Background: an optimization exercise with open tools, aiming at small area, a short achievable clock period and few clock cycles per item. Do not read the settings as production practice.
Where RTL was checked, it was by simulation tests only, not by an equivalence proof against the original.
The RTL of runs 2 to 7 was laid out without a check of its function.
Power figures rest on the tool's default switching activity, not on a simulated workload.

$ cat config.mk
export PLATFORM = sky130hd
export DESIGN_NAME = upsample_accelerator
export DESIGN_NICKNAME = upsample_accelerator
export VERILOG_FILES = /design/flow/design.v
export SDC_FILE = /design/flow/constraint.sdc
export NUM_CORES = 4
export LEC_CHECK = 0
export CAP_MARGIN = 20
export CORE_MARGIN = 2
export CORE_UTILIZATION = 40
export PLACE_DENSITY = 0.6
export SLEW_MARGIN = 20
$ cat constraint.sdc
create_clock -name core_clock -period 13.0 [get_ports {clk}]
set_input_delay 2.6000 -clock core_clock [delete_from_list [all_inputs] [get_ports {clk}]]
set_output_delay 2.6000 -clock core_clock [all_outputs]
set_load 0.01 [all_outputs]
$ cat design.v
module upsample_accelerator #(
    parameter integer DATA_WIDTH = 24,
    parameter integer MAX_WIDTH = 1920,
    parameter integer MAX_HEIGHT = 1080
)(
    input wire clk,
    input wire rst_n,
    input wire [DATA_WIDTH-1:0] input_pixel,
    input wire input_valid,
    output wire input_ready,
    input wire input_sof,       
    input wire input_eol,       
    output wire [DATA_WIDTH-1:0] output_pixel,
    output wire output_valid,
    input wire output_ready,
    output wire output_sof,
    output wire output_eol,
    input wire [1:0] scale_factor,     
    input wire [1:0] interp_method,    
    input wire [15:0] input_width,
    input wire [15:0] input_height
);
    wire bil  = (interp_method == 2'b01);
    wire sf3  = (scale_factor == 2'b11);
    wire stat = ~bil | sf3;                  
    wire [3:0] kk = (scale_factor == 2'b00) ? 4'd4 :
                    (scale_factor == 2'b01) ? 4'd2 :
                    (scale_factor == 2'b10) ? 4'd1 : 4'd8;
    reg [1:0] zc;         
    reg       ir;         
    reg       busy;       
    reg       full;       
    reg [2:0] step;
    reg       ov;         
    reg       pend;       
    reg       have;       
    reg       eolc, sofc;
    reg       ffirst;     
    reg [2:0] cb;         
    reg [23:0] p0, p1, p2, p3;
    reg [2:0]  eb;        
    reg        efirst;    
    reg [21:0] xr_v0;     
    reg [21:0] yr_d;      
    reg [21:0] u;         
    reg [21:0] d;
    reg [18:0] base;
    reg [7:0]  hi;
    reg [2:0]  a;         
    reg [15:0] xrem;      
    reg [15:0] yrem;      
    wire zf  = (zc != 2'd0);
    wire acc = input_valid & ir;
    always @(posedge clk) begin
        if (acc | zf) begin
            p0 <= p1;
            p1 <= p2;
            p2 <= p3;
            p3 <= input_pixel & {24{ir}};
        end
    end
    wire [3:0] cb_sum = {1'b0, cb} + kk;
    wire       cb_blk = cb_sum[3];
    wire       f_end  = cb_blk & (yrem == 16'd1);
    always @(posedge clk or negedge rst_n) begin
        if (!rst_n) begin
            cb <= 3'd0;
            ffirst <= 1'b1;
        end else if (acc) begin
            cb <= cb_sum[2:0];
            ffirst <= f_end;
        end
    end
    always @(posedge clk) begin
        if (zf | (acc & f_end))
            yrem <= input_height;
        else if (acc & cb_blk)
            yrem <= yrem - 16'd1;
        if (acc) begin
            eb <= stat ? 3'd0 : cb;
            efirst <= ffirst;
        end
    end
    wire s0 = (step == 3'd0);
    wire s1 = (step == 3'd1);
    wire s2 = (step == 3'd2);
    wire s3 = (step == 3'd3);
    wire s4 = (step == 3'd4);
    wire bit_sel = (s0 & eb[2]) | (s1 & eb[1]) | (s2 & eb[0]);
    wire [21:0] x_opa = s0 ? 22'd0 : (s1 | s2) ? {xr_v0[20:0], 1'b0} : xr_v0;
    wire [21:0] x_opb = bit_sel ? p2[21:0] : p0[21:0];
    wire [21:0] x_sum = x_opa + x_opb;
    wire [21:0] y_opa = s0 ? 22'd0 : (s1 | s2) ? {yr_d[20:0], 1'b0} : yr_d;
    wire [21:0] y_opb = s4 ? ~xr_v0 : (bit_sel ? p3[21:0] : p1[21:0]);
    wire [21:0] y_sum = y_opa + y_opb + {21'd0, s4};
    always @(posedge clk) begin
        if (busy) begin
            if (!s4) xr_v0 <= x_sum;
            yr_d <= y_sum;
        end
    end
    wire ho  = full & (~have | (ov & eolc));    
    wire adv = ov & ~eolc;                      
    wire [3:0] a_sum  = {1'b0, a} + kk;
    wire       a_blk  = a_sum[3];                
    wire [2:0] a_n    = a_sum[2:0];
    wire [3:0] an_sum = {1'b0, a_n} + kk;
    wire       an_blk = an_sum[3];               
    wire       xl_n   = a_blk ? (xrem == 16'd2) : (xrem == 16'd1);
    wire [21:0] dk = (scale_factor == 2'b00) ? {d[19:0], 2'b00} :
                     (scale_factor == 2'b01) ? {d[20:0], 1'b0} : d;
    always @(posedge clk) begin
        if (ho) begin
            u    <= {xr_v0[18:0], 3'b000};
            base <= xr_v0[18:0];
            d    <= yr_d;
            hi   <= bil ? 8'd0 : p0[23:16];
            a    <= 3'd0;
            xrem <= input_width;
        end else if (adv) begin
            if (!stat)
                u <= a_blk ? {base, 3'b000} : (u + dk);
            a <= a_n;
            if (a_blk) xrem <= xrem - 16'd1;
        end
    end
    wire pend_n = (pend | ov) & ~output_ready;
    wire have_n = ho | (have & ~(ov & eolc));
    wire ov_n   = have_n & ~pend_n;
    wire busy_n = acc | (busy & ~s4);
    wire full_n = (busy & s4) | (full & ~ho);
    wire [1:0] zc_n = zf ? zc - 2'd1 : 2'd0;
    wire eolc_n = ho ? (sf3 & (input_width == 16'd1)) : adv ? (an_blk & xl_n) : eolc;
    wire ho_n   = full_n & (~have_n | (ov_n & eolc_n));
    wire ir_n   = (zc_n == 2'd0) & ~busy_n & (~full_n | ho_n);
    always @(posedge clk or negedge rst_n) begin
        if (!rst_n) begin
            zc <= 2'd3;
            ir <= 1'b0;
            busy <= 1'b0;
            full <= 1'b0;
            step <= 3'd0;
            ov <= 1'b0;
            pend <= 1'b0;
            have <= 1'b0;
            eolc <= 1'b0;
            sofc <= 1'b0;
        end else begin
            zc <= zc_n;
            ir <= ir_n;
            busy <= busy_n;
            full <= full_n;
            step <= acc ? 3'd0 : busy ? step + 3'd1 : step;
            ov <= ov_n;
            pend <= pend_n;
            have <= have_n;
            eolc <= eolc_n;
            sofc <= ho ? efirst : adv ? 1'b0 : sofc;
        end
    end
    assign input_ready  = ir;
    assign output_valid = ov;
    assign output_sof   = sofc;
    assign output_eol   = eolc;
    assign output_pixel = {hi, u[21:6]};
endmodule
$ cat run.sh
#!/bin/bash
# synth_recipe.tcl (not shown) runs the flow's synth.tcl, then flattens the netlist and writes it again
# the make line also repeats each setting of config.mk as NAME=value (left out here)
make -C /OpenROAD-flow-scripts/flow DESIGN_CONFIG=/design/flow/config.mk WORK_HOME=/design/flow/orfs CLKGATE_MAP_FILE= SYNTH_SCRIPT=/design/flow/synth_recipe.tcl finish
==> results of run 1 <==
## state kept, by name (all words and copies together), names as in the netlist, 8 cells and up
signal and count:
base 19, xrem 16, u 22, p2 24, yr_d 22, p1 24, hi 8, d 22
yrem 16, p0 24, p3 24, xr_v0 22
## area by class of cell
cell class	count	area (um^2)	area share
clock inverter	20	353	0.0203
tap	468	586	0.0337
multi-input combinational	1003	6660	0.383
clock buffer	35	801	0.0460
inverter	28	106	0.00611
timing repair buffer	105	1020	0.0584
sequential	267	7880	0.453
## cells by family after synthesis
family	Yosys count	synth area share
xor+xnor	92	0.0545
mux	68	0.0493
simple gates	415	0.127
fa+ha+maj	86	0.0751
buf+inv	94	0.0279
flops	267	0.528
compound gates	342	0.138
## final timing paths
path / startpoint / to / slack, ns / depth (start not counted)
min in group asynchronous: rst_n / step[1] / 2.52 / 1
max reg2reg: step[0] / yr_d[20] / 8.10 / 18
min reg2reg: p2[22] / p1[22] / 0.42 / 0
min: p2[22] / p1[22] / 0.42 / 0
max: scale_factor[1] / u[20] / 7.39 / 13
max in group asynchronous: rst_n / busy / 9.96 / 1
## routing by layer
metal	track usage	up-vias	share of wire
li1	-	5141	-
met1	0.242	4756	0.50
met2	0.249	196	0.44
met3	0.0191	34	0.046
met4	0.0376	0	0.016
met5	0	-	0
## cell usage after synthesis (7+ instances only)
| library cell | n | area share |
|---|---|---|
| edfxtp_1 | 244 | 0.49 |
| nand2_1 | 191 | 0.048 |
| a21oi_1 | 118 | 0.040 |
| o21ai_0 | 104 | 0.035 |
| ha_1 | 80 | 0.067 |
| nor2_1 | 77 | 0.019 |
| xnor2_1 | 60 | 0.035 |
| clkbuf_1 | 44 | 0.011 |
| mux2_2 | 44 | 0.033 |
| and2_1 | 38 | 0.016 |
| xor2_1 | 31 | 0.018 |
| inv_1 | 27 | 0.0068 |
| nor3_1 | 27 | 0.0091 |
| mux2i_1 | 24 | 0.016 |
| a21o_1 | 23 | 0.012 |
| buf_4 | 16 | 0.0080 |
| a211oi_1 | 14 | 0.0070 |
| dfrtp_1 | 14 | 0.023 |
| nand3_1 | 14 | 0.0047 |
| a22oi_1 | 10 | 0.0050 |
| nand4_1 | 10 | 0.0042 |
| nor2b_1 | 10 | 0.0042 |
| nor4_1 | 10 | 0.0042 |
| o21a_1 | 10 | 0.0050 |
| nand2b_1 | 8 | 0.0034 |
| o21bai_1 | 8 | 0.0040 |
| or3_1 | 8 | 0.0034 |
| a31oi_1 | 7 | 0.0029 |
| and3_1 | 7 | 0.0029 |
## critical path, cell delays in order
cell	delay, ns
clkdlybuf4s50_1	0.46
buf_4	0.32
nand2b_1	0.19
inv_1	0.12
a22o_1	0.27
fa_1	0.46
a211oi_1	0.31
o21ai_0	0.21
a21oi_1	0.25
o21ai_0	0.21
a21oi_1	0.26
xor2_1	0.16
o21ai_0	0.08
## power groups by stage
stage	combinational, mW	sequential (mW)	clock, mW
2_1_floorplan	1.68	1.38	0
3_3_place_gp	2.06	1.42	0
3_5_place_dp	2.11	1.42	0
4_1_cts	2.13	1.41	0.996
5_1_grt	2.39	1.43	1.03
6_report	2.13	1.41	0.976
## through the flow
step | hold slack [ns] | worst slack, ns | power (mW) | instance area (um^2) | utilization
3_5_place_dp | 0.405 | 6.78 | 3.53 | 16200 | 0.443
6_report | 0.418 | 7.39 | 4.51 | 17400 | 0.474
4_1_cts | 0.419 | 7.37 | 4.53 | 17400 | 0.474
2_1_floorplan | 0.400 | 7.26 | 3.07 | 14900 | -
3_3_place_gp | 0.401 | 6.73 | 3.48 | 16200 | 0.443
5_1_grt | 0.424 | 7.04 | 4.85 | 17400 | 0.474
==> out/metrics.csv, run 1 <==
stage,metric,value,unit
clock_tree,cts_root_buf,clkbuf_16,
clock_tree,hold_buffers,0,
yosys,syn_area_per_cell,10.9,um^2
routing,vias,10100,
cells_and_area,final_cell_mix,"edfxtp_1, nand2_1, a21oi_1",
power_and_ir_drop,p_switching,1.70,mW
die,row_count,70,
worst_setup_path,cp_max_fo,46,
sta,max_freq,178,MHz
sta,setup_viol,0,
worst_setup_path,setup.worst_path.end_class,register,
clock_tree,numCtsBuffers,30,
placed_design,dp_hpwl,22600,um
yosys,syn_inst,1364,
yosys,synth_edf_count,244,
die,fp.dieH,197,um
flow_run,cap_violations,0,
global_routing,grt_use_total,0.161,
placed_design,port_buffers,91,
power_and_ir_drop,powerDensity,259,nW/um^2
cells_and_area,fin_nets,1587,
yosys,syn-cell-area,14900,um^2
yosys,yosys_warnings,1,
sta,max-slew-margin-rel,0.309,
global_routing,grt_remaining_overflow,0,
clock_tree,cts_sinks,267,
clock_tree,clk_path_buf_depth,3,
routing,drt_iter0_drc,636,
clock_tree,h-tree-depth,1,
yosys,synth_top_flop_cell,edfxtp_1,
power_and_ir_drop,seqPwrFrac,0.312,
cells_and_area,mostFrequentLayoutCell,edfxtp_1,
sta,worst_pin_slew,1.04,ns
routing,wire_per_inst,16.2,um
die,die_area,38900,um^2
cells_and_area,layout-drive-gt1-share,0.0898,
sta,fin_crit,5.61,ns
yosys,synth-seq-cells,267,
placed_design,gp_congestion,0.882,
routing,vias_per_cell,5.26,
power_and_ir_drop,power_frac_comb,0.472,
sta,tns,0,ns
yosys,async_reset_ff_frac,0.0637,
global_routing,grt_start_max_net_pins,88,
yosys,syn_nets,1516,
global_routing,antenna_found_initial,0,
clock_tree,clk_pin_slew,0.06,ns
global_routing,grt_pass1_wl,50200,um
worst_setup_path,crit_arrival,5.90,ns
cells_and_area,syn_to_final_growth,16.5,%
clock_tree,post_cts_buffers,0,
sta,rsz0062_at_grt,no,
worst_setup_path,required,13.30,ns
clock_tree,clk_latency,0.56,ns
routing,postRouteAntennaNets,0,
global_routing,grt_pass1_vias,9628,
worst_setup_path,path_class,in -> reg,
sta,min_period_over_period,0.431,
power_and_ir_drop,p_sw_frac,0.376,
clock_tree,cts_resized,0,
yosys,ys_types,67,
routing,drc,0,
worst_setup_path,startpoint_type,input port,
sta,drv_slew,0,
sta,finalHoldViolCount,0,
power_and_ir_drop,clock_power_share,0.216,
die,chipWidth,197,um
die,ios,94,
cells_and_area,n_antenna_cell,0,
cells_and_area,n_fill_cell,3316,
routing,dr.pass1.iters,6,
power_and_ir_drop,p_int,2.82,mW
die,start_util,0.407,
clock_tree,cts_tree,yes,
sta,finClkSkew,0.0149,ns
worst_hold_path,hold_path_class,reg -> reg,
placed_design,place_inst,1871,
yosys,ys_seq_area_frac,0.528,
routing,wl,31200,um
run_status,run_status,timing/DRC/antenna clean,
cells_and_area,stdcell_count,1926,
die,coreArea,36700,um^2
power_and_ir_drop,peakVddDrop,0.000121,V
power_and_ir_drop,p_leak,6.45,nW
Testbench counts, summed over its fixed seeds: cycles 15,336, items 14,904.
==> inputs of run 2 (changes only) <==
--- a/design.v
+++ b/design.v
@@ -20,12 +20,15 @@
     input wire [15:0] input_width,
     input wire [15:0] input_height
 );
-    wire bil  = (interp_method == 2'b01);
-    wire sf3  = (scale_factor == 2'b11);
-    wire stat = ~bil | sf3;                  
-    wire [3:0] kk = (scale_factor == 2'b00) ? 4'd4 :
-                    (scale_factor == 2'b01) ? 4'd2 :
-                    (scale_factor == 2'b10) ? 4'd1 : 4'd8;
+    reg       bil, sf3, stat;
+    reg [3:0] kk;         
+    always @(posedge clk) begin
+        bil  <= (interp_method == 2'b01);
+        sf3  <= (scale_factor == 2'b11);
+        stat <= (interp_method != 2'b01) | (scale_factor == 2'b11);
+        kk   <= {scale_factor == 2'b11, scale_factor == 2'b00,
+                 scale_factor == 2'b01, scale_factor == 2'b10};
+    end
     reg [1:0] zc;         
     reg       ir;         
     reg       busy;       
@@ -43,7 +46,7 @@
     reg [21:0] xr_v0;     
     reg [21:0] yr_d;      
     reg [21:0] u;         
-    reg [21:0] d;
+    reg [21:0] d;         
     reg [18:0] base;
     reg [7:0]  hi;
     reg [2:0]  a;         
@@ -107,19 +110,17 @@
     wire [3:0] an_sum = {1'b0, a_n} + kk;
     wire       an_blk = an_sum[3];               
     wire       xl_n   = a_blk ? (xrem == 16'd2) : (xrem == 16'd1);
-    wire [21:0] dk = (scale_factor == 2'b00) ? {d[19:0], 2'b00} :
-                     (scale_factor == 2'b01) ? {d[20:0], 1'b0} : d;
     always @(posedge clk) begin
         if (ho) begin
             u    <= {xr_v0[18:0], 3'b000};
             base <= xr_v0[18:0];
-            d    <= yr_d;
+            d    <= kk[2] ? {yr_d[19:0], 2'b00} : kk[1] ? {yr_d[20:0], 1'b0} : yr_d;
             hi   <= bil ? 8'd0 : p0[23:16];
             a    <= 3'd0;
             xrem <= input_width;
         end else if (adv) begin
             if (!stat)
-                u <= a_blk ? {base, 3'b000} : (u + dk);
+                u <= a_blk ? {base, 3'b000} : (u + d);
             a <= a_n;
             if (a_blk) xrem <= xrem - 16'd1;
         end
==> out/metrics.csv, run 2 <==
stage,metric,value,unit
cells_and_area,fin_nets,1610,
sta,setup_viol,0,
worst_hold_path,hold_path_class,reg -> reg,
yosys,synth_top_area_frac,0.479,
worst_setup_path,path_class,reg -> reg,
yosys,synth_top_flop_cell,edfxtp_1,
clock_tree,clk_path_buf_depth,3,
worst_setup_path,startpoint_type,register,
routing,postRouteAntennaNets,0,
sta,rsz0062_at_grt,no,
global_routing,grt_remaining_overflow,0,
die,die_area,39800,um^2
yosys,syn_inst,1392,
die,start_util,0.406,
yosys,ys_seq_area_frac,0.523,
clock_tree,hold_buffers,0,
clock_tree,cts_tree,yes,
yosys,synth_edf_count,244,
yosys,synth-seq-cells,273,
worst_setup_path,required,13.30,ns
clock_tree,post_cts_buffers,0,
worst_hold_path,hold_path_depth,0,
sta,max_freq,196,MHz
cells_and_area,layout-drive-gt1-share,0.0898,
power_and_ir_drop,powerDensity,283,nW/um^2
placed_design,gp_congestion,0.912,
sta,finClkSkew,0.0124,ns
clock_tree,clk_pin_slew,0.06,ns
flow_run,cap_violations,0,
die,row_count,71,
routing,drt_iter0_drc,649,
placed_design,dp_hpwl,22500,um
sta,finalHoldViolCount,0,
clock_tree,h-tree-depth,1,
die,fp.dieH,199,um
yosys,syn-cell-area,15300,um^2
cells_and_area,final_cell_mix,"edfxtp_1, nand2_1, o21ai_0",
global_routing,grt_start_max_net_pins,73,
worst_setup_path,crit_buf_inv,3,
yosys,syn_nets,1544,
cells_and_area,final_area,17600,um^2
cells_and_area,mostFrequentLayoutCell,edfxtp_1,
yosys,ys_types,69,
worst_setup_path,r2r_cells,18,
sta,max-slew-margin-rel,0.340,
sta,drv_slew,0,
placed_design,place_area,16600,um^2
clock_tree,cts_sinks,273,
power_and_ir_drop,peakVddDrop,0.000157,V
worst_setup_path,setup.worst_path.end_class,register,
routing,vias,10200,
routing,drc,0,
cells_and_area,n_antenna_cell,0,
routing,dr.pass1.iters,7,
worst_setup_path,cp_top_family,compound AO/OA/AOI/OAI gates,
worst_setup_path,cp_max_fo,43,
worst_setup_path,crit_arrival,5.40,ns
global_routing,grt_pass1_vias,9835,
worst_setup_path,path_cells,inv_1 > ha_1 > a222oi_1 > nor2_4 > buf_4 > mux2_2 > nand2_1 > o21ai_0 > fa_1 > inv_1 > fa_1 > nor2b_1 > o31a_1 > o21a_1 > o31a_1 > o21ai_0 > a311oi_1 > xor2_1,
global_routing,grt_use_total,0.158,
yosys,yosysMostFrequentCell,edfxtp_1,
placed_design,port_buffers,91,
routing,vias_per_cell,5.10,
clock_tree,cts_root_buf,clkbuf_16,
sta,min_period_over_period,0.393,
routing,wl,31300,um
yosys,ys_top_cells_by_area,"edfxtp_1, ha_1, nand2_1",
yosys,yosys-top-cells-count,"edfxtp_1, nand2_1, o21ai_0",
sta,tns,0,ns
global_routing,antenna_found_initial,0,
yosys,yosys_warnings,1,
worst_setup_path,worst-path-stages,18,
worst_setup_path,slowest_delay,0.64,ns
power_and_ir_drop,p_leak,6.63,nW
die,chipWidth,199,um
sta,hold_ws,0.417,ns
global_routing,grt_pass1_wl,50500,um
yosys,synth_top_area_cell,edfxtp_1,
clock_tree,cts_resized,0,
run_status,run_status,timing/DRC/antenna clean,
worst_setup_path,cp_slowest_cell,a222oi_1,
die,ios,94,
clock_tree,numCtsBuffers,31,
die,coreArea,37700,um^2
yosys,syn_area_per_cell,11.0,um^2
clock_tree,clk_latency,0.56,ns
sta,fin_crit,5.10,ns
cells_and_area,syn_to_final_growth,15.2,%
yosys,async_reset_ff_frac,0.0623,
routing,wire_per_inst,15.7,um
sta,worst_pin_slew,0.989,ns
## run 2: power breakdown
| group | total, mW | leakage [nW] | internal, mW | switching, mW |
|---|---|---|---|---|
| registers | 1.61 | 2.60 | 1.40 | 0.202 |
| logic | 2.52 | 3.54 | 1.08 | 1.44 |
| clock network | 0.855 | 0.494 | 0.516 | 0.339 |
## run 2: metal layers
layer,wire length (um),up-vias,part of all wire,GRT usage
met5,0,-,0,0
met4,524,0,0.017,0.0332
met3,1350,41,0.043,0.0189
met2,13800,171,0.44,0.250
met1,15700,4731,0.50,0.234
li1,-,5207,-,-
## run 2: kinds of logic (layout without fill, tap and decap cells)
| kind of cell | after synthesis | count (layout) | share of synthesized area |
|---|---|---|---|
| AOI/OAI and AO/OA | 335 | 335 | 0.133 |
| xor gates and xnor gates | 87 | 87 | 0.0499 |
| adders and majority gates | 86 | 86 | 0.0733 |
| buffers and inverters | 110 | 199 | 0.0320 |
| DFF | 273 | 273 | 0.523 |
| muxes | 86 | 86 | 0.0633 |
| and+or+nand+nor | 415 | 415 | 0.125 |
## run 2: final cells by class
| cell class | instances | area, um^2 |
|---|---|---|
| clock buffers | 45 | 901 |
| clock inverters | 11 | 104 |
| fillers | 3440 | 20100 |
| inverters | 42 | 159 |
| multi-input cells | 1009 | 6820 |
| flip-flops and latches | 273 | 8000 |
| well taps | 511 | 639 |
| repair buffers | 101 | 986 |
## run 2: worst paths after layout
kind                       startpoint        to  slack (ns)
max reg2reg                   step[0]  yr_d[18]        7.90
min                            p2[23]    p1[23]        0.42
max in group asynchronous       rst_n      busy        9.91
min reg2reg                    p2[23]    p1[23]        0.42
max                           step[0]  yr_d[18]        7.90
min in group asynchronous       rst_n     cb[0]        2.52
## run 2: per-stage QoR
step | setup WS, ns | utilization | total power [mW] | instances
detailed placement | 7.78 | 0.441 | 4.12 | 1936
finish | 7.90 | 0.467 | 4.98 | 1992
global placement | 7.86 | 0.441 | 4.06 | 1936
floorplan | 7.75 | - | 3.56 | 1392
global route | 7.55 | 0.467 | 5.40 | 1992
CTS | 7.87 | 0.467 | 5.00 | 1992
==> inputs of run 3 (changes only) <==
--- a/design.v
+++ b/design.v
@@ -20,20 +20,19 @@
     input wire [15:0] input_width,
     input wire [15:0] input_height
 );
-    reg       bil, sf3, stat;
+    reg       bil;
     reg [3:0] kk;         
     always @(posedge clk) begin
         bil  <= (interp_method == 2'b01);
-        sf3  <= (scale_factor == 2'b11);
-        stat <= (interp_method != 2'b01) | (scale_factor == 2'b11);
         kk   <= {scale_factor == 2'b11, scale_factor == 2'b00,
                  scale_factor == 2'b01, scale_factor == 2'b10};
     end
+    wire sf3  = kk[3];
+    wire stat = ~bil | sf3;                  
     reg [1:0] zc;         
     reg       ir;         
-    reg       busy;       
+    reg [4:0] st;         
     reg       full;       
-    reg [2:0] step;
     reg       ov;         
     reg       pend;       
     reg       have;       
@@ -41,7 +40,6 @@
     reg       ffirst;     
     reg [2:0] cb;         
     reg [23:0] p0, p1, p2, p3;
-    reg [2:0]  eb;        
     reg        efirst;    
     reg [21:0] xr_v0;     
     reg [21:0] yr_d;      
@@ -62,6 +60,12 @@
             p3 <= input_pixel & {24{ir}};
         end
     end
+    wire s0 = st[0];
+    wire s1 = st[1];
+    wire s2 = st[2];
+    wire s3 = st[3];
+    wire s4 = st[4];
+    wire busy = |st;
     wire [3:0] cb_sum = {1'b0, cb} + kk;
     wire       cb_blk = cb_sum[3];
     wire       f_end  = cb_blk & (yrem == 16'd1);
@@ -69,33 +73,28 @@
         if (!rst_n) begin
             cb <= 3'd0;
             ffirst <= 1'b1;
-        end else if (acc) begin
+        end else if (s4) begin
             cb <= cb_sum[2:0];
             ffirst <= f_end;
         end
     end
     always @(posedge clk) begin
-        if (zf | (acc & f_end))
+        if (zf | (s4 & f_end))
             yrem <= input_height;
-        else if (acc & cb_blk)
+        else if (s4 & cb_blk)
             yrem <= yrem - 16'd1;
-        if (acc) begin
-            eb <= stat ? 3'd0 : cb;
+        if (s4)
             efirst <= ffirst;
-        end
     end
-    wire s0 = (step == 3'd0);
-    wire s1 = (step == 3'd1);
-    wire s2 = (step == 3'd2);
-    wire s3 = (step == 3'd3);
-    wire s4 = (step == 3'd4);
+    wire [2:0] eb = stat ? 3'd0 : cb;
     wire bit_sel = (s0 & eb[2]) | (s1 & eb[1]) | (s2 & eb[0]);
     wire [21:0] x_opa = s0 ? 22'd0 : (s1 | s2) ? {xr_v0[20:0], 1'b0} : xr_v0;
     wire [21:0] x_opb = bit_sel ? p2[21:0] : p0[21:0];
     wire [21:0] x_sum = x_opa + x_opb;
     wire [21:0] y_opa = s0 ? 22'd0 : (s1 | s2) ? {yr_d[20:0], 1'b0} : yr_d;
     wire [21:0] y_opb = s4 ? ~xr_v0 : (bit_sel ? p3[21:0] : p1[21:0]);
-    wire [21:0] y_sum = y_opa + y_opb + {21'd0, s4};
+    wire [22:0] y_sc  = {y_opa, 1'b1} + {y_opb, s4};
+    wire [21:0] y_sum = y_sc[22:1];
     always @(posedge clk) begin
         if (busy) begin
             if (!s4) xr_v0 <= x_sum;
@@ -128,8 +127,8 @@
     wire pend_n = (pend | ov) & ~output_ready;
     wire have_n = ho | (have & ~(ov & eolc));
     wire ov_n   = have_n & ~pend_n;
-    wire busy_n = acc | (busy & ~s4);
-    wire full_n = (busy & s4) | (full & ~ho);
+    wire busy_n = acc | s0 | s1 | s2 | s3;
+    wire full_n = s4 | (full & ~ho);
     wire [1:0] zc_n = zf ? zc - 2'd1 : 2'd0;
     wire eolc_n = ho ? (sf3 & (input_width == 16'd1)) : adv ? (an_blk & xl_n) : eolc;
     wire ho_n   = full_n & (~have_n | (ov_n & eolc_n));
@@ -138,9 +137,8 @@
         if (!rst_n) begin
             zc <= 2'd3;
             ir <= 1'b0;
-            busy <= 1'b0;
+            st <= 5'd0;
             full <= 1'b0;
-            step <= 3'd0;
             ov <= 1'b0;
             pend <= 1'b0;
             have <= 1'b0;
@@ -149,9 +147,8 @@
         end else begin
             zc <= zc_n;
             ir <= ir_n;
-            busy <= busy_n;
+            st <= {st[3:0], acc};
             full <= full_n;
-            step <= acc ? 3'd0 : busy ? step + 3'd1 : step;
             ov <= ov_n;
             pend <= pend_n;
             have <= have_n;
==> out/metrics.csv, run 3 <==
stage,metric,value,unit
sta,rsz0062_at_grt,no,
global_routing,grt_remaining_overflow,0,
placed_design,dp_hpwl,22500,um
worst_setup_path,startpoint_type,register,
worst_setup_path,worst-path-stages,1,
yosys,synth_xor_area_frac,0.0474,
worst_setup_path,cp_max_fo,26,
yosys,yosys-top-cells-count,"edfxtp_1, nand2_1, a21oi_1",
yosys,yosysMostFrequentCell,edfxtp_1,
sta,drv_slew,0,
sta,max-slew-margin-rel,0.374,
cells_and_area,syn_to_final_growth,16.0,%
run_status,run_status,timing/DRC/antenna clean,
yosys,yosys_warnings,1,
worst_setup_path,required,10.40,ns
routing,wl,31900,um
clock_tree,clk_path_buf_depth,3,
cells_and_area,layout-drive-gt1-share,0.0773,
routing,vias,10100,
worst_hold_path,hold_path_class,reg -> reg,
clock_tree,h-tree-depth,1,
routing,dr.pass1.iters,7,
routing,wire_per_inst,16.7,um
worst_setup_path,crit_buf_inv,1,
cells_and_area,n_fill_cell,3296,
global_routing,grt_use_total,0.165,
worst_setup_path,cp_slowest_cell,dfrtp_1,
routing,drt_iter0_drc,722,
power_and_ir_drop,powerDensity,261,nW/um^2
clock_tree,hold_buffers,0,
yosys,synth_top_flop_cell,edfxtp_1,
global_routing,grt_pass1_wl,51700,um
worst_setup_path,cp_top_family,flip-flops,
yosys,synth-simple-area-share,0.135,
placed_design,port_buffers,91,
cells_and_area,mostFrequentLayoutCell,edfxtp_1,
yosys,ys_seq_area_frac,0.529,
sta,min_period_over_period,0.356,
die,chipWidth,197,um
sta,finClkSkew,0.0126,ns
worst_setup_path,slowest_delay,0.77,ns
worst_setup_path,crit_start,ir,
cells_and_area,n_antenna_cell,0,
global_routing,grt_pass1_vias,10000,
yosys,synth_top_family_by_area,compound AO/OA/AOI/OAI gates,
routing,drc,0,
sta,worst_pin_slew,0.938,ns
worst_hold_path,hold_path_depth,0,
die,die_area,39000,um^2
yosys,syn_area_per_cell,11.0,um^2
yosys,synth-seq-cells,270,
die,start_util,0.408,
yosys,syn_inst,1362,
global_routing,grt_start_max_net_pins,74,
die,ios,94,
clock_tree,cts_tree,yes,
worst_setup_path,path_cells,clkdlybuf4s50_1,
yosys,synth-compound-area-share,0.149,
die,coreArea,36700,um^2
sta,hold_ws,0.396,ns
worst_hold_path,hp-start,st[3],
sta,fin_crit,4.63,ns
worst_setup_path,r2r-start,st[0],
clock_tree,cts_root_buf,clkbuf_16,
routing,postRouteAntennaNets,0,
yosys,async_reset_ff_frac,0.0667,
worst_setup_path,setup.worst_path.end_class,output port,
clock_tree,clk_latency,0.59,ns
yosys,synth_top_area_frac,0.484,
clock_tree,numCtsBuffers,31,
cells_and_area,final_cell_mix,"edfxtp_1, nand2_1, a21oi_1",
yosys,synth_edf_count,241,
clock_tree,cts_sinks,270,
routing,vias_per_cell,5.29,
worst_setup_path,r2r_cells,16,
sta,setup_viol,0,
sta,finalHoldViolCount,0,
sta,tns,0,ns
clock_tree,cts_resized,0,
placed_design,gp_congestion,0.866,
yosys,syn_nets,1510,
clock_tree,clk_pin_slew,0.06,ns
flow_run,cap_violations,0,
yosys,ys_top_cells_by_area,"edfxtp_1, ha_1, a21oi_1",
yosys,synthMuxAreaShare,0.0372,
power_and_ir_drop,p_leak,6.36,nW
yosys,synth_fa_ha_area_frac,0.0711,
yosys,ys_types,76,
worst_setup_path,crit_arrival,2.03,ns
cells_and_area,fin_nets,1572,
sta,max_freq,216,MHz
worst_setup_path,path_class,reg -> out,
yosys,synth_top_area_cell,edfxtp_1,
clock_tree,post_cts_buffers,0,
die,row_count,70,
global_routing,antenna_found_initial,0,
yosys,syn-cell-area,15000,um^2
die,fp.dieH,197,um
power_and_ir_drop,peakVddDrop,0.000115,V
==> run 3: final timing paths <==
check / endpoint / slack [ns]
max: input_ready / 8.37
min reg2reg: st[4] / 0.40
max in group asynchronous: st[4] / 9.91
min: st[4] / 0.40
min in group asynchronous: st[0] / 2.51
max reg2reg: yr_d[21] / 8.40
==> run 3: logic make-up (layout without fill, tap and decap cells) <==
logic type,after synthesis,after routing
muxes,52,52
AOI/OAI and AO/OA,358,358
adders and majority gates,82,82
xor gates and xnor gates,81,81
and+or+nand+nor,419,419
DFF,270,270
buffers and inverters,100,187
==> run 3: where the power goes <==
part	total, mW	switching [mW]	internal, mW
Combinational	1.94	1.11	0.832
Clock	1.00	0.363	0.637
Sequential	1.59	0.212	1.37
Total	4.53	1.69	2.84
==> run 3: metal layers <==
layer / vias to the layer above / track usage / part of all wire
met3: 45 / 0.0251 / 0.041
met1: 4803 / 0.240 / 0.50
met4: 0 / 0.0373 / 0.019
met2: 188 / 0.259 / 0.44
li1: 5112 / - / -
met5: - / 0 / 0
==> run 3: worst register-to-register path, stage by stage, from the launching register on <==
cell and delay [ns]:
dfrtp_1 0.32, buf_4 0.43, a222oi_1 0.22, nor2_4 0.13, buf_4 0.55, nor2b_1 0.12, a211oi_1 0.29, a21oi_1 0.14
fa_1 0.47, a211oi_2 0.27, o21ai_1 0.14, a21o_1 0.21, a211o_1 0.34, a31oi_1 0.26, o21ai_0 0.14, a21oi_1 0.20
xnor2_1 0.11
==> run 3: cell type report <==
type | instances | area, um^2 | area share
flip-flops and latches | 270 | 7910 | 0.456
clock inverters | 22 | 380 | 0.0219
repair buffers | 101 | 986 | 0.0568
clock buffers | 36 | 795 | 0.0458
well taps | 468 | 586 | 0.0337
multi-input cells | 992 | 6600 | 0.380
inverters | 28 | 106 | 0.00613
==> run 3: per-stage QoR <==
step	util	instances	area (um^2)	setup slack [ns]	power, mW
6_report	0.473	1917	17400	8.37	4.53
4_1_cts	0.473	1917	17400	8.28	4.56
5_1_grt	0.473	1917	17400	7.95	4.86
2_1_floorplan	-	1362	15000	7.44	3.05
3_5_place_dp	0.441	1859	16200	8.18	3.54
3_3_place_gp	0.441	1859	16200	8.24	3.49
==> inputs of run 4 (changes only) <==
==> flow/run.sh (new file) <==
#!/bin/bash
set -euo pipefail
bash standard.sh "BUFFER_PORTS_ARGS=-buffer_cell sky130_fd_sc_hd__buf_4" finish > standard.log 2>&1
==> standard.sh (new file) <==
#!/bin/bash
# synth_recipe.tcl (not shown) runs the flow's synth.tcl, then flattens the netlist and writes it again
# the make line also repeats each setting of config.mk as NAME=value (left out here)
make -C /OpenROAD-flow-scripts/flow DESIGN_CONFIG=/design/flow/config.mk WORK_HOME=/design/flow/orfs CLKGATE_MAP_FILE= SYNTH_SCRIPT=/design/flow/synth_recipe.tcl "${@:-finish}"
removed: run.sh
==> out/metrics.csv, run 4 <==
stage,metric,value,unit
worst_hold_path,hp-start,st[3],
routing,drt_iter0_drc,779,
placed_design,gp_congestion,0.855,
clock_tree,h-tree-depth,1,
routing,dr.pass1.iters,5,
sta,finClkSkew,0.0204,ns
sta,max_freq,221,MHz
worst_setup_path,cp_common_cell,a21o_1,
sta,rsz0062_at_grt,no,
sta,drv_slew,0,
sta,fin_crit,4.53,ns
power_and_ir_drop,powerDensity,258,nW/um^2
worst_setup_path,r2r-start,st[0],
yosys,syn_area_per_cell,11.0,um^2
global_routing,grt_pass1_vias,9812,
cells_and_area,final_cell_mix,"edfxtp_1, nand2_1, a21oi_1",
routing,vias_per_cell,5.30,
worst_setup_path,required,13.31,ns
yosys,ys_types,76,
yosys,async_reset_ff_frac,0.0667,
cells_and_area,fin_nets,1571,
worst_hold_path,min_to,st[4],
worst_hold_path,hold_path_depth,0,
worst_setup_path,startpoint_type,register,
die,row_count,70,
sta,finalHoldViolCount,0,
sta,worst_pin_slew,1.03,ns
die,chipWidth,197,um
yosys,yosysMostFrequentCell,edfxtp_1,
worst_setup_path,r2r_cells,16,
power_and_ir_drop,peakVddDrop,0.000117,V
global_routing,grt_remaining_overflow,0,
global_routing,grt_pass1_wl,51100,um
cells_and_area,syn_to_final_growth,13.4,%
placed_design,port_buffers,91,
worst_setup_path,cp_max_fo,66,
die,die_area,39000,um^2
routing,wl,31800,um
yosys,ys_top_cells_by_area,"edfxtp_1, ha_1, a21oi_1",
yosys,syn_inst,1362,
yosys,syn-cell-area,15000,um^2
worst_setup_path,crit_arrival,4.85,ns
global_routing,antenna_found_initial,0,
clock_tree,cts_tree,yes,
sta,setup_viol,0,
yosys,syn_nets,1510,
die,ios,94,
yosys,synth_top_flop_cell,edfxtp_1,
yosys,synth_top_area_frac,0.484,
clock_tree,cts_root_buf,clkbuf_16,
clock_tree,post_cts_buffers,0,
clock_tree,clk_pin_slew,0.06,ns
worst_setup_path,cp_slowest_cell,buf_4,
sta,tns,0,ns
yosys,ys_seq_area_frac,0.529,
worst_hold_path,hold_path_class,reg -> reg,
flow_run,cap_violations,0,
die,coreArea,36700,um^2
cells_and_area,n_antenna_cell,0,
clock_tree,cts_sinks,270,
worst_setup_path,rrSetupSlack,8.47,ns
cells_and_area,layout-drive-gt1-share,0.138,
run_status,run_status,timing/DRC/antenna clean,
worst_setup_path,path_cells,buf_4 > a222oi_1 > nor2_4 > buf_4 > nor2b_1 > a211oi_1 > a21oi_1 > fa_1 > a211oi_2 > o21ai_1 > a21o_1 > a211o_1 > a21o_1 > a21o_1 > a21oi_2 > xnor2_1,
sta,min_period_over_period,0.349,
worst_setup_path,slowest_delay,0.55,ns
die,start_util,0.408,
worst_setup_path,path_class,reg -> reg,
clock_tree,cts_resized,0,
yosys,synth-seq-cells,270,
clock_tree,clk_path_buf_depth,3,
cells_and_area,mostFrequentLayoutCell,edfxtp_1,
placed_design,dp_hpwl,22700,um
global_routing,grt_use_total,0.162,
yosys,synth_top_area_cell,edfxtp_1,
global_routing,grt_start_max_net_pins,85,
worst_setup_path,setup.worst_path.end_class,register,
routing,drc,0,
sta,max-slew-margin-rel,0.313,
yosys,yosys-top-cells-count,"edfxtp_1, nand2_1, a21oi_1",
worst_setup_path,r2r-end,yr_d[11],
yosys,synth_edf_count,241,
die,fp.dieH,197,um
clock_tree,clk_latency,0.56,ns
cells_and_area,final_area,17000,um^2
power_and_ir_drop,p_leak,6.37,nW
yosys,yosys_warnings,1,
routing,postRouteAntennaNets,0,
clock_tree,numCtsBuffers,30,
clock_tree,hold_buffers,0,
routing,wire_per_inst,16.6,um
routing,vias,10100,
placed_design,place_area,16000,um^2
-- run 4: kinds of logic (layout without fill, tap and decap cells) --
| family | after synthesis | count (layout) | share of synthesized area |
|---|---|---|---|
| mux | 52 | 52 | 0.0372 |
| buf+inv | 100 | 184 | 0.0322 |
| fa+ha+maj | 82 | 82 | 0.0711 |
| compound gates | 358 | 358 | 0.149 |
| xor+xnor | 81 | 81 | 0.0474 |
| flops | 270 | 270 | 0.529 |
| simple gates | 419 | 419 | 0.135 |
-- run 4: worst max-delay path: cells and delay by family, from the launching register on --
kind / cells / cell delay [ns]
AOI/OAI and AO/OA: 10 / 2.18
DFF: 1 / 0.32
buffers and inverters: 2 / 0.97
xor gates and xnor gates: 1 / 0.07
and+or+nand+nor: 2 / 0.24
adders and majority gates: 1 / 0.47
-- run 4: stage by stage --
stage | hold slack [ns] | setup WS (ns) | utilization | total power, mW | instances
floorplan | 0.348 | 7.44 | - | 3.05 | 1362
global placement | 0.358 | 8.45 | 0.435 | 3.48 | 1859
detailed placement | 0.368 | 8.49 | 0.435 | 3.53 | 1859
CTS | 0.389 | 8.48 | 0.462 | 4.41 | 1914
global route | 0.407 | 8.06 | 0.462 | 4.72 | 1914
finish | 0.384 | 8.47 | 0.462 | 4.39 | 1914
-- run 4: power breakdown --
group	internal, mW	switching, mW
sequential	1.37	0.213
combinational	0.817	1.12
clock	0.532	0.335
-- run 4: routing by layer --
metal | routed length (um) | vias to the layer above | global-route usage
met3 | 1230 | 45 | 0.0207
li1 | - | 5117 | -
met4 | 570 | 0 | 0.0337
met2 | 13900 | 177 | 0.251
met1 | 16100 | 4797 | 0.244
met5 | 0 | - | 0
-- run 4: final cells by class --
class | count | area [um^2]
clock inverter | 12 | 159
inverter | 28 | 106
tap | 468 | 586
fill | 3325 | 19700
timing repair buffer | 101 | 758
sequential | 270 | 7910
clock buffer | 43 | 852
multi-input combinational | 992 | 6600
-- run 4: how the worst max path moves through the flow --
stage,from,end,slack [ns],cells past startpoint
2_1_floorplan,input_valid,p0[0],7.44,2
3_3_place_gp,st[0],yr_d[11],8.45,16
3_5_place_dp,st[0],yr_d[11],8.49,16
4_1_cts,st[0],yr_d[11],8.48,16
5_1_grt,st[0],yr_d[21],8.06,16
6_report,st[0],yr_d[11],8.47,16
==> inputs of run 5 (changes only) <==
==> flow/run.sh (replaced) <==
#!/bin/bash
set -euo pipefail
bash standard.sh "BUFFER_PORTS_ARGS=-buffer_cell sky130_fd_sc_hd__buf_4" SETUP_SLACK_MARGIN=9.2 finish > standard.log 2>&1
==> out/metrics.csv, run 5 <==
stage,metric,value,unit
run_status,run_status,timing/DRC/antenna clean,
sta,min_period_over_period,0.292,
die,start_util,0.408,
global_routing,gr-usage-met3,0.0208,
yosys,synth_top_flop_cell,edfxtp_1,
global_routing,grt_remaining_overflow,0,
cells_and_area,stdcell_count,1964,
cells_and_area,layout-drive-gt1-share,0.221,
yosys,syn-cell-area,15000,um^2
yosys,syn_nets,1510,
sta,tns,0,ns
worst_setup_path,cp_slowest_cell,dfrtp_4,
cells_and_area,mostFrequentLayoutCell,edfxtp_1,
global_routing,grt_pass1_wl,54100,um
yosys,yosys_warnings,1,
clock_tree,cts_root_buf,clkbuf_16,
clock_tree,cts_sinks,270,
yosys,ys_top_cells_by_area,"edfxtp_1, ha_1, a21oi_1",
die,die_area,39000,um^2
die,ios,94,
yosys,ys_types,76,
worst_hold_path,hold_path_class,reg -> reg,
die,row_count,70,
sta,max_freq,264,MHz
worst_setup_path,path_class,reg -> out,
worst_setup_path,path_cells,buf_6,
routing,drt_iter0_drc,453,
routing,vias,10400,
sta,setup_slack,9.21,ns
worst_setup_path,setup.worst_path.end_class,output port,
clock_tree,clk_latency,0.58,ns
worst_setup_path,crit_buf_inv,1,
routing,drc,0,
yosys,syn_inst,1362,
sta,finalHoldViolCount,0,
cells_and_area,final_cell_mix,"edfxtp_1, nand2_1, buf_4",
cells_and_area,fin_nets,1621,
placed_design,place_inst,1858,
cells_and_area,n_antenna_cell,0,
yosys,synth_edf_count,241,
sta,setup_viol,0,
routing,wire_per_inst,17.4,um
placed_design,dp_hpwl,22800,um
die,fp.dieH,197,um
yosys,yosys-top-cells-count,"edfxtp_1, nand2_1, a21oi_1",
routing,postRouteAntennaNets,0,
worst_setup_path,crit_arrival,1.19,ns
sta,hold_ws,0.391,ns
worst_setup_path,required,10.40,ns
global_routing,antenna_found_initial,0,
routing,vias_per_cell,5.31,
power_and_ir_drop,p_leak,6.71,nW
clock_tree,cts_tree,yes,
sta,max-slew-margin-rel,0.379,
yosys,async_reset_ff_frac,0.0667,
die,coreArea,36700,um^2
global_routing,grt_use_met1,0.248,
sta,worst_pin_slew,0.931,ns
clock_tree,h-tree-depth,1,
worst_setup_path,cp_top_family,flip-flops,
global_routing,grtUsageMet2,0.281,
placed_design,port_buffers,91,
yosys,ys_seq_area_frac,0.529,
global_routing,grt_most_used_layer,met2,
power_and_ir_drop,peakVddDrop,0.000133,V
sta,rsz0062_at_grt,yes,
cells_and_area,n_fill_cell,3281,
sta,fin_crit,3.79,ns
yosys,synth-seq-cells,270,
placed_design,place_ws,8.50,ns
routing,dr.pass1.iters,5,
worst_setup_path,cp_max_fo,2,
routing,wl,34200,um
clock_tree,hold_buffers,0,
yosys,synth_top_area_cell,edfxtp_1,
yosys,synth_top_area_frac,0.484,
clock_tree,clk_path_buf_depth,3,
sta,finClkSkew,0.0322,ns
clock_tree,numCtsBuffers,30,
global_routing,grt_pass1_vias,10400,
cells_and_area,syn_to_final_growth,19.9,%
flow_run,cap_violations,0,
power_and_ir_drop,total_power,4.73,mW
clock_tree,clk_pin_slew,0.06,ns
yosys,syn_area_per_cell,11.0,um^2
sta,drv_slew,0,
die,chipWidth,197,um
global_routing,grt_use_total,0.173,
worst_setup_path,slowest_delay,0.51,ns
power_and_ir_drop,powerDensity,264,nW/um^2
worst_setup_path,startpoint_type,register,
yosys,yosysMostFrequentCell,edfxtp_1,
global_routing,grt_start_max_net_pins,76,
placed_design,gp_congestion,0.900,
run 5: path summary, 6_finish.rpt:
path,from,end,slack (ns),cells after the start
setup / recovery,ir,input_ready,9.21,1
hold reg to reg,st[3],st[4],0.39,0
setup reg to reg,st[0],yr_d[19],9.21,16
min in group asynchronous,rst_n,ir,1.91,1
max in group asynchronous,rst_n,ffirst,10.82,1
hold / removal,st[3],st[4],0.39,0
run 5: cell families after synthesis:
family          after synthesis  synth area share
compound gates              358             0.149
buf+inv                     100            0.0322
mux                          52            0.0372
simple gates                419             0.135
flops                       270             0.529
fa+ha+maj                    82            0.0711
xor+xnor                     81            0.0474
run 5: routing by layer:
layer	wire, um	up-vias	part of all wire
li1	-	5207	-
met1	16700	4985	0.49
met2	15600	192	0.46
met3	1180	47	0.035
met4	703	0	0.021
met5	0	-	0
run 5: repair_timing:
item | in CTS | in global routing
setup buffers | 24 | 21
cloned | 4 | 2
pin swaps | 14 | 34
gates resized for setup | 46 | 72
endpoints found under the setup margin | 34 | 101
run 5: power by group:
part,leakage (nW),internal [mW],switching [mW]
registers,2.54,1.38,0.205
clock network,0.473,0.502,0.349
logic,3.70,1.05,1.25
run 5: cell type report:
cell class,count,area (um^2),share of cell area
clock inverters,20,216,0.0121
well taps,468,586,0.0326
inverters,28,106,0.00593
flip-flops and latches,270,7920,0.441
multi-input cells,992,7040,0.393
clock buffers,35,769,0.0429
repair buffers,151,1300,0.0725
run 5: stage by stage:
stage / util / instance area, um^2
after floorplan: - / 15000
after global placement: 0.435 / 16000
after detailed placement: 0.435 / 16000
after CTS: 0.475 / 17400
after global routing: 0.489 / 17900
final: 0.489 / 17900
==> inputs of run 6 (changes only) <==
--- a/design.v
+++ b/design.v
@@ -29,7 +29,7 @@
     end
     wire sf3  = kk[3];
     wire stat = ~bil | sf3;                  
-    reg [1:0] zc;         
+    reg [2:0] zc;         
     reg       ir;         
     reg [4:0] st;         
     reg       full;       
@@ -50,14 +50,14 @@
     reg [2:0]  a;         
     reg [15:0] xrem;      
     reg [15:0] yrem;      
-    wire zf  = (zc != 2'd0);
+    wire zf  = zc[0];
     wire acc = input_valid & ir;
     always @(posedge clk) begin
         if (acc | zf) begin
             p0 <= p1;
             p1 <= p2;
             p2 <= p3;
-            p3 <= input_pixel & {24{ir}};
+            p3 <= zf ? 24'd0 : input_pixel;
         end
     end
     wire s0 = st[0];
@@ -86,12 +86,17 @@
         if (s4)
             efirst <= ffirst;
     end
+    reg bit_sel;          
+    reg dbl;              
     wire [2:0] eb = stat ? 3'd0 : cb;
-    wire bit_sel = (s0 & eb[2]) | (s1 & eb[1]) | (s2 & eb[0]);
-    wire [21:0] x_opa = s0 ? 22'd0 : (s1 | s2) ? {xr_v0[20:0], 1'b0} : xr_v0;
+    always @(posedge clk) begin
+        bit_sel <= (acc & eb[2]) | (s0 & eb[1]) | (s1 & eb[0]);
+        dbl     <= s0 | s1;
+    end
+    wire [21:0] x_opa = s0 ? 22'd0 : dbl ? {xr_v0[20:0], 1'b0} : xr_v0;
     wire [21:0] x_opb = bit_sel ? p2[21:0] : p0[21:0];
     wire [21:0] x_sum = x_opa + x_opb;
-    wire [21:0] y_opa = s0 ? 22'd0 : (s1 | s2) ? {yr_d[20:0], 1'b0} : yr_d;
+    wire [21:0] y_opa = s0 ? 22'd0 : dbl ? {yr_d[20:0], 1'b0} : yr_d;
     wire [21:0] y_opb = s4 ? ~xr_v0 : (bit_sel ? p3[21:0] : p1[21:0]);
     wire [22:0] y_sc  = {y_opa, 1'b1} + {y_opb, s4};
     wire [21:0] y_sum = y_sc[22:1];
@@ -129,13 +134,13 @@
     wire ov_n   = have_n & ~pend_n;
     wire busy_n = acc | s0 | s1 | s2 | s3;
     wire full_n = s4 | (full & ~ho);
-    wire [1:0] zc_n = zf ? zc - 2'd1 : 2'd0;
+    wire [2:0] zc_n = {1'b0, zc[2:1]};
     wire eolc_n = ho ? (sf3 & (input_width == 16'd1)) : adv ? (an_blk & xl_n) : eolc;
     wire ho_n   = full_n & (~have_n | (ov_n & eolc_n));
-    wire ir_n   = (zc_n == 2'd0) & ~busy_n & (~full_n | ho_n);
+    wire ir_n   = ~zc[1] & ~busy_n & (~full_n | ho_n);
     always @(posedge clk or negedge rst_n) begin
         if (!rst_n) begin
-            zc <= 2'd3;
+            zc <= 3'b111;
             ir <= 1'b0;
             st <= 5'd0;
             full <= 1'b0;
==> run.sh (new file) <==
#!/bin/bash
# synth_recipe.tcl (not shown) runs the flow's synth.tcl, then flattens the netlist and writes it again
# the make line also repeats each setting of config.mk as NAME=value (left out here)
make -C /OpenROAD-flow-scripts/flow DESIGN_CONFIG=/design/flow/config.mk WORK_HOME=/design/flow/orfs CLKGATE_MAP_FILE= SYNTH_SCRIPT=/design/flow/synth_recipe.tcl finish
removed: flow/run.sh
removed: standard.sh
==> out/metrics.csv, run 6 <==
stage,metric,value,unit
worst_hold_path,hold_path_class,reg -> reg,
global_routing,grt_remaining_overflow,0,
global_routing,grt_pass1_wl,49100,um
yosys,async_reset_ff_frac,0.0696,
die,start_util,0.405,
worst_setup_path,cp_slowest_cell,buf_4,
flow_run,cap_violations,0,
sta,setup_slack,8.69,ns
power_and_ir_drop,p_leak,6.27,nW
die,chipWidth,197,um
sta,rsz0062_at_grt,no,
worst_setup_path,path_cells,clkdlybuf4s50_1 > and2_1 > or2_4 > buf_4,
routing,vias_per_cell,5.19,
yosys,synth-seq-cells,273,
power_and_ir_drop,power_frac_comb,0.434,
yosys,synth_top_flop_cell,edfxtp_1,
clock_tree,numCtsBuffers,31,
die,die_area,38700,um^2
cells_and_area,final_cell_mix,"edfxtp_1, nor2_1, clkdlybuf4s50_1",
routing,drc,0,
clock_tree,cts_resized,0,
global_routing,grt_use_met1,0.224,
routing,wire_per_inst,16.3,um
cells_and_area,layout-drive-gt1-share,0.0744,
yosys,syn_inst,1288,
clock_tree,clk_path_buf_depth,3,
clock_tree,cts_sinks,273,
worst_setup_path,required,13.16,ns
sta,min_period_over_period,0.331,
worst_setup_path,crit_buf_inv,2,
clock_tree,cts_root_buf,clkbuf_16,
yosys,synth_top_area_cell,edfxtp_1,
yosys,synth_edf_count,241,
yosys,yosys-top-cells-count,"edfxtp_1, nor2_1, a21oi_1",
power_and_ir_drop,p_switching,1.57,mW
routing,dr.pass1.iters,4,
power_and_ir_drop,p_int,2.65,mW
routing,drt_iter0_drc,517,
cells_and_area,n_antenna_cell,0,
global_routing,grtUsageMet2,0.253,
placed_design,port_buffers,91,
die,ios,94,
sta,drv_slew,0,
sta,tns,0,ns
worst_setup_path,crit_arrival,4.47,ns
clock_tree,hold_buffers,0,
yosys,ys_types,67,
yosys,ys_seq_area_frac,0.537,
sta,max-slew-margin-rel,0.318,
yosys,syn-cell-area,14800,um^2
run_status,run_status,timing/DRC/antenna clean,
sta,hold_ws,0.355,ns
clock_tree,clk_latency,0.55,ns
routing,postRouteAntennaNets,0,
yosys,syn_area_per_cell,11.5,um^2
global_routing,grt_pass1_vias,9655,
worst_setup_path,cp_top_family,buffers and inverters,
yosys,ys_top_cells_by_area,"edfxtp_1, ha_1, mux2i_1",
sta,setup_viol,0,
clock_tree,clk_pin_slew,0.06,ns
yosys,synth_top_area_frac,0.488,
global_routing,grt_most_used_layer,met2,
placed_design,place_inst,1796,
power_and_ir_drop,seqPwrFrac,0.373,
sta,finClkSkew,0.0146,ns
global_routing,gr-usage-met3,0.0217,
cells_and_area,seq_area,7980,um^2
sta,worst_pin_slew,1.02,ns
worst_setup_path,path_class,in -> reg,
yosys,yosys_warnings,1,
global_routing,grt_use_total,0.156,
cells_and_area,mostFrequentLayoutCell,edfxtp_1,
die,coreArea,36600,um^2
cells_and_area,multi_input_area,6470,um^2
placed_design,place_ws,8.08,ns
clock_tree,cts_tree,yes,
global_routing,grt_start_max_net_pins,77,
yosys,syn_nets,1436,
cells_and_area,syn_to_final_growth,15.2,%
cells_and_area,fin_nets,1509,
routing,wl,30100,um
power_and_ir_drop,peakVddDrop,0.000122,V
sta,fin_crit,4.31,ns
worst_setup_path,setup.worst_path.end_class,register,
cells_and_area,stdcell_count,1852,
power_and_ir_drop,p_sw_frac,0.372,
worst_setup_path,cp_max_fo,76,
worst_setup_path,slowest_delay,0.76,ns
power_and_ir_drop,clock_power_share,0.193,
worst_setup_path,startpoint_type,input port,
routing,vias,9612,
die,row_count,70,
cells_and_area,n_fill_cell,3340,
placed_design,gp_congestion,0.851,
clock_tree,post_cts_buffers,0,
placed_design,dp_hpwl,21500,um
yosys,yosysMostFrequentCell,edfxtp_1,
sta,finalHoldViolCount,0,
die,fp.dieH,197,um
clock_tree,h-tree-depth,1,
power_and_ir_drop,powerDensity,247,nW/um^2
global_routing,antenna_found_initial,0,
sta,max_freq,232,MHz
run 6: cell types whose count changed in the layout (fill, tap and decap cells not counted), sizes merged, moves of 5 or more:
cell	previous run	this run
buf	146	10
clkdlybuf4s50	0	91
nand2	158	83
a21oi	142	87
mux2i	26	69
and2	31	6
nor2	84	109
nor2b	46	63
nand3	22	11
nand2b	16	8
inv	27	34
xor2	29	35
o21a	7	12
run 6: final cells by class:
type                            instances  area share
Multi-Input combinational cell        921       0.378
Inverter                               33     0.00724
Clock inverter                         16     0.00673
Sequential cell                       273       0.467
Tap cell                              468      0.0342
Clock buffer                           40      0.0492
Timing Repair Buffer                  101      0.0576
run 6: cells by family after synthesis:
group,synth area share
simple gates,0.110
compound gates,0.137
flops,0.537
buf+inv,0.0279
mux,0.0647
xor+xnor,0.0507
fa+ha+maj,0.0717
other cells,0.000253
run 6: worst reg2reg max path, cell delays in order (launching register included):
cell      delay (ns)
dfxtp_2         0.31
buf_4           0.53
nor2b_1         0.14
a211oi_1        0.41
a21oi_1         0.10
ha_1            0.39
nand3_1         0.09
and2_1          0.17
a211o_1         0.32
o21ai_0         0.48
o211ai_1        0.20
o22ai_1         0.26
nor4_1          0.08
a311o_1         0.33
run 6: power groups by stage:
stage / Sequential [mW] / Clock [mW] / Combinational, mW
6_report: 1.58 / 0.814 / 1.83
3_3_place_gp: 1.58 / 0 / 1.78
2_1_floorplan: 1.52 / 0 / 1.45
5_1_grt: 1.61 / 0.873 / 2.08
4_1_cts: 1.58 / 0.838 / 1.83
3_5_place_dp: 1.59 / 0 / 1.83
run 6: metrics by stage:
stage,utilization,power [mW],area [um^2]
2_1_floorplan,-,2.97,14800
3_3_place_gp,0.441,3.37,16100
3_5_place_dp,0.441,3.42,16100
4_1_cts,0.467,4.25,17100
5_1_grt,0.467,4.56,17100
6_report,0.467,4.22,17100
run 6: worst paths after layout:
kind                        startpoint       end  slack [ns]  cells after the start
hold reg to reg                  zc[2]     zc[1]        0.35                      0
setup / recovery           input_valid    p2[15]        8.69                      4
min in group asynchronous        rst_n     st[0]        2.55                      1
hold / removal                   zc[2]     zc[1]        0.35                      0
max in group asynchronous        rst_n     st[4]        9.85                      1
setup reg to reg               bit_sel  yr_d[20]        8.94                     13
run 6: metal layers:
layer	wire [um]	vias up	share of wire
met4	458	0	0.015
met2	13600	118	0.45
met1	15200	4526	0.51
li1	-	4932	-
met3	893	36	0.030
met5	0	-	0
==> inputs of run 7 (changes only) <==
==> flow/run.sh (new file) <==
#!/bin/bash
set -euo pipefail
bash standard.sh "BUFFER_PORTS_ARGS=-buffer_cell sky130_fd_sc_hd__buf_4" SETUP_SLACK_MARGIN=9.2 finish > standard.log 2>&1
==> standard.sh (new file) <==
#!/bin/bash
# synth_recipe.tcl (not shown) runs the flow's synth.tcl, then flattens the netlist and writes it again
# the make line also repeats each setting of config.mk as NAME=value (left out here)
make -C /OpenROAD-flow-scripts/flow DESIGN_CONFIG=/design/flow/config.mk WORK_HOME=/design/flow/orfs CLKGATE_MAP_FILE= SYNTH_SCRIPT=/design/flow/synth_recipe.tcl "${@:-finish}"
removed: run.sh
==> out/metrics.csv, run 7 <==
stage,metric,value,unit
cells_and_area,finish.utilization,0.464,
worst_setup_path,cp_top_family,flip-flops,
worst_setup_path,required,10.40,ns
routing,postRouteAntennaNets,0,
clock_tree,h-tree-depth,1,
placed_design,place_area,15900,um^2
global_routing,grt_start_max_net_pins,81,
worst_setup_path,setup.worst_path.end_class,output port,
sta,setup_viol,0,
worst_setup_path,r2r-end,yr_d[21],
placed_design,gp_congestion,0.880,
sta,max-slew-margin-rel,0.346,
die,row_count,70,
worst_setup_path,r2r-start,st[4],
yosys,yosys_warnings,1,
yosys,ys_seq_area_frac,0.537,
global_routing,grt_use_total,0.156,
sta,worst_pin_slew,0.981,ns
sta,setup_slack,9.23,ns
worst_setup_path,crit_end,output_pixel[10],
global_routing,grt_pass1_wl,48800,um
flow_run,cap_violations,0,
sta,min_period_over_period,0.290,
sta,finClkSkew,0.0158,ns
cells_and_area,final_cell_mix,"edfxtp_1, nor2_1, buf_4",
sta,finalHoldViolCount,0,
worst_hold_path,hold_path_class,reg -> reg,
sta,rsz0062_at_grt,yes,
worst_setup_path,cp_max_fo,2,
cells_and_area,final_area,17000,um^2
yosys,syn_area_per_cell,11.5,um^2
worst_setup_path,cp_slowest_cell,edfxtp_1,
die,die_area,38700,um^2
routing,wire_per_inst,16.2,um
cells_and_area,mostFrequentLayoutCell,edfxtp_1,
yosys,syn_nets,1436,
die,coreArea,36600,um^2
worst_setup_path,slowest_delay,0.46,ns
worst_setup_path,worst-path-stages,1,
yosys,syn-cell-area,14800,um^2
cells_and_area,layout-drive-gt1-share,0.146,
worst_setup_path,path_class,reg -> out,
yosys,synth-seq-cells,273,
global_routing,antenna_found_initial,0,
yosys,yosysMostFrequentCell,edfxtp_1,
routing,vias,9683,
clock_tree,numCtsBuffers,31,
routing,vias_per_cell,5.22,
clock_tree,clk_latency,0.56,ns
clock_tree,clk_pin_slew,0.06,ns
clock_tree,cts_root_buf,clkbuf_16,
worst_setup_path,startpoint_type,register,
die,ios,94,
cells_and_area,fin_nets,1510,
yosys,yosys-top-cells-count,"edfxtp_1, nor2_1, a21oi_1",
yosys,synth_top_flop_cell,edfxtp_1,
routing,drc,0,
power_and_ir_drop,peakVddDrop,0.000158,V
die,fp.dieH,197,um
global_routing,grt_remaining_overflow,0,
placed_design,dp_hpwl,21500,um
routing,dr.pass1.iters,5,
cells_and_area,n_antenna_cell,0,
yosys,ys_top_cells_by_area,"edfxtp_1, ha_1, mux2i_1",
yosys,async_reset_ff_frac,0.0696,
yosys,synth_top_area_frac,0.488,
placed_design,place_ws,8.62,ns
yosys,synth_top_area_cell,edfxtp_1,
worst_setup_path,rrSetupSlack,9.37,ns
worst_setup_path,crit_buf_inv,1,
power_and_ir_drop,powerDensity,249,nW/um^2
sta,hold_ws,0.356,ns
sta,fin_crit,3.77,ns
worst_setup_path,crit_start,u[16],
die,start_util,0.405,
power_and_ir_drop,p_leak,6.40,nW
sta,max_freq,265,MHz
yosys,ys_types,67,
global_routing,grt_pass1_vias,9754,
worst_setup_path,crit_arrival,1.17,ns
placed_design,port_buffers,91,
clock_tree,cts_sinks,273,
worst_setup_path,r2r_cells,12,
worst_setup_path,path_cells,buf_6,
clock_tree,clk_path_buf_depth,3,
sta,drv_slew,0,
clock_tree,cts_tree,yes,
yosys,synth_edf_count,241,
routing,drt_iter0_drc,523,
yosys,syn_inst,1288,
die,chipWidth,197,um
routing,wl,30000,um
sta,tns,0,ns
run_status,run_status,timing/DRC/antenna clean,
cells_and_area,syn_to_final_growth,14.4,%
==> run 7: changes by cell type in the layout (fill, tap and decap cells not counted), sizes merged <==
cell	change
clkbuf	+5
clkdlybuf4s50	-91
clkinv	-4
buf	+92
clkinvlp	+1
==> run 7: logic make-up after synthesis <==
group                      share of synthesized area
and+or+nand+nor                                0.110
buffers and inverters                         0.0279
adders and majority gates                     0.0717
AOI/OAI and AO/OA                              0.137
other                                       0.000253
DFF                                            0.537
xor gates and xnor gates                      0.0507
muxes                                         0.0647
==> run 7: worst min path at each step <==
stage	slack [ns]	cells past startpoint	from	endpoint
2_1_floorplan	0.35	0	zc[2]	zc[1]
3_3_place_gp	0.35	0	zc[2]	zc[1]
3_5_place_dp	0.35	0	zc[2]	zc[1]
4_1_cts	0.36	0	zc[2]	zc[1]
5_1_grt	0.36	0	zc[2]	zc[1]
6_report	0.36	0	zc[2]	zc[1]
==> run 7: through the flow <==
stage                     cells  total power, mW
final                      1855             4.23
after global routing       1855             4.56
after CTS                  1854             4.25
after detailed placement   1795             3.40
after global placement     1795             3.35
after floorplan            1288             2.97
==> run 7: cell type report <==
class	count	area, um^2
sequential	273	7990
multi-input combinational	921	6510
timing repair buffer	102	797
inverter	33	124
fill	3333	19600
tap	468	586
clock inverter	13	100
clock buffer	45	880
==> run 7: metal layers <==
| metal | global-route usage | up-vias | share of wire |
|---|---|---|---|
| met1 | 0.219 | 4573 | 0.50 |
| met3 | 0.0204 | 43 | 0.031 |
| met5 | 0 | - | 0 |
| li1 | - | 4928 | - |
| met4 | 0.0432 | 0 | 0.021 |
| met2 | 0.254 | 139 | 0.45 |
==> run 7: where the power goes <==
group / total [mW] / switching (mW) / internal, mW
clock network: 0.827 / 0.339 / 0.488
registers: 1.58 / 0.198 / 1.38
logic: 1.82 / 1.03 / 0.789
total: 4.23 / 1.57 / 2.66
==> run 7: timing repair <==
action                     CTS  global route
buffers inserted             1             1
resized for setup            6            11
hold buffers                 0             0
cloned                       0             0
setup endpoints to repair    9            93

afterwards: timing with drivers on the ports:
How much do the figures lean on ideal ports? The routed layouts below were timed once more, with nothing changed but the port constraints.
Step 1, drivers: a clkbuf_16 drives clk and a buf_2 each remaining input, both assumed.
Step 2 moves the port delays by t, midway between the first and last clock arrival at a register: inputs arrive t later, outputs are due t later. That takes back most of the time a late clock gives input paths.
Slacks: ideal / step 1 / step 2; pairs: ideal / step 1.
run | t, ns | slack for setup (ns) | latest minus earliest clock arrival (ns) | slew at the worst register clock pin (ns)
run 1 | 0.609 | 7.392 / 7.422 / 6.813 | 0.017 / 0.017 | 0.07 / 0.07
run 2 | 0.607 | 7.896 / 7.896 / 7.784 | 0.013 / 0.013 | 0.06 / 0.06
run 3 | 0.632 | 8.370 / 8.317 / 8.197 | 0.014 / 0.014 | 0.06 / 0.06
run 4 | 0.599 | 8.467 / 8.467 / 8.467 | 0.022 / 0.022 | 0.06 / 0.06
run 5 | 0.615 | 9.207 / 9.153 / 8.824 | 0.032 / 0.032 | 0.06 / 0.06
run 6 | 0.593 | 8.693 / 8.720 / 8.127 | 0.016 / 0.016 | 0.06 / 0.06
run 7 | 0.607 | 9.232 / 9.179 / 8.839 | 0.016 / 0.017 | 0.06 / 0.06
After both steps setup and hold are still met in every run listed. For run 1, which loses most, drivers alone change the setup slack by +0.030 ns; drivers and shift together by -0.579 ns.
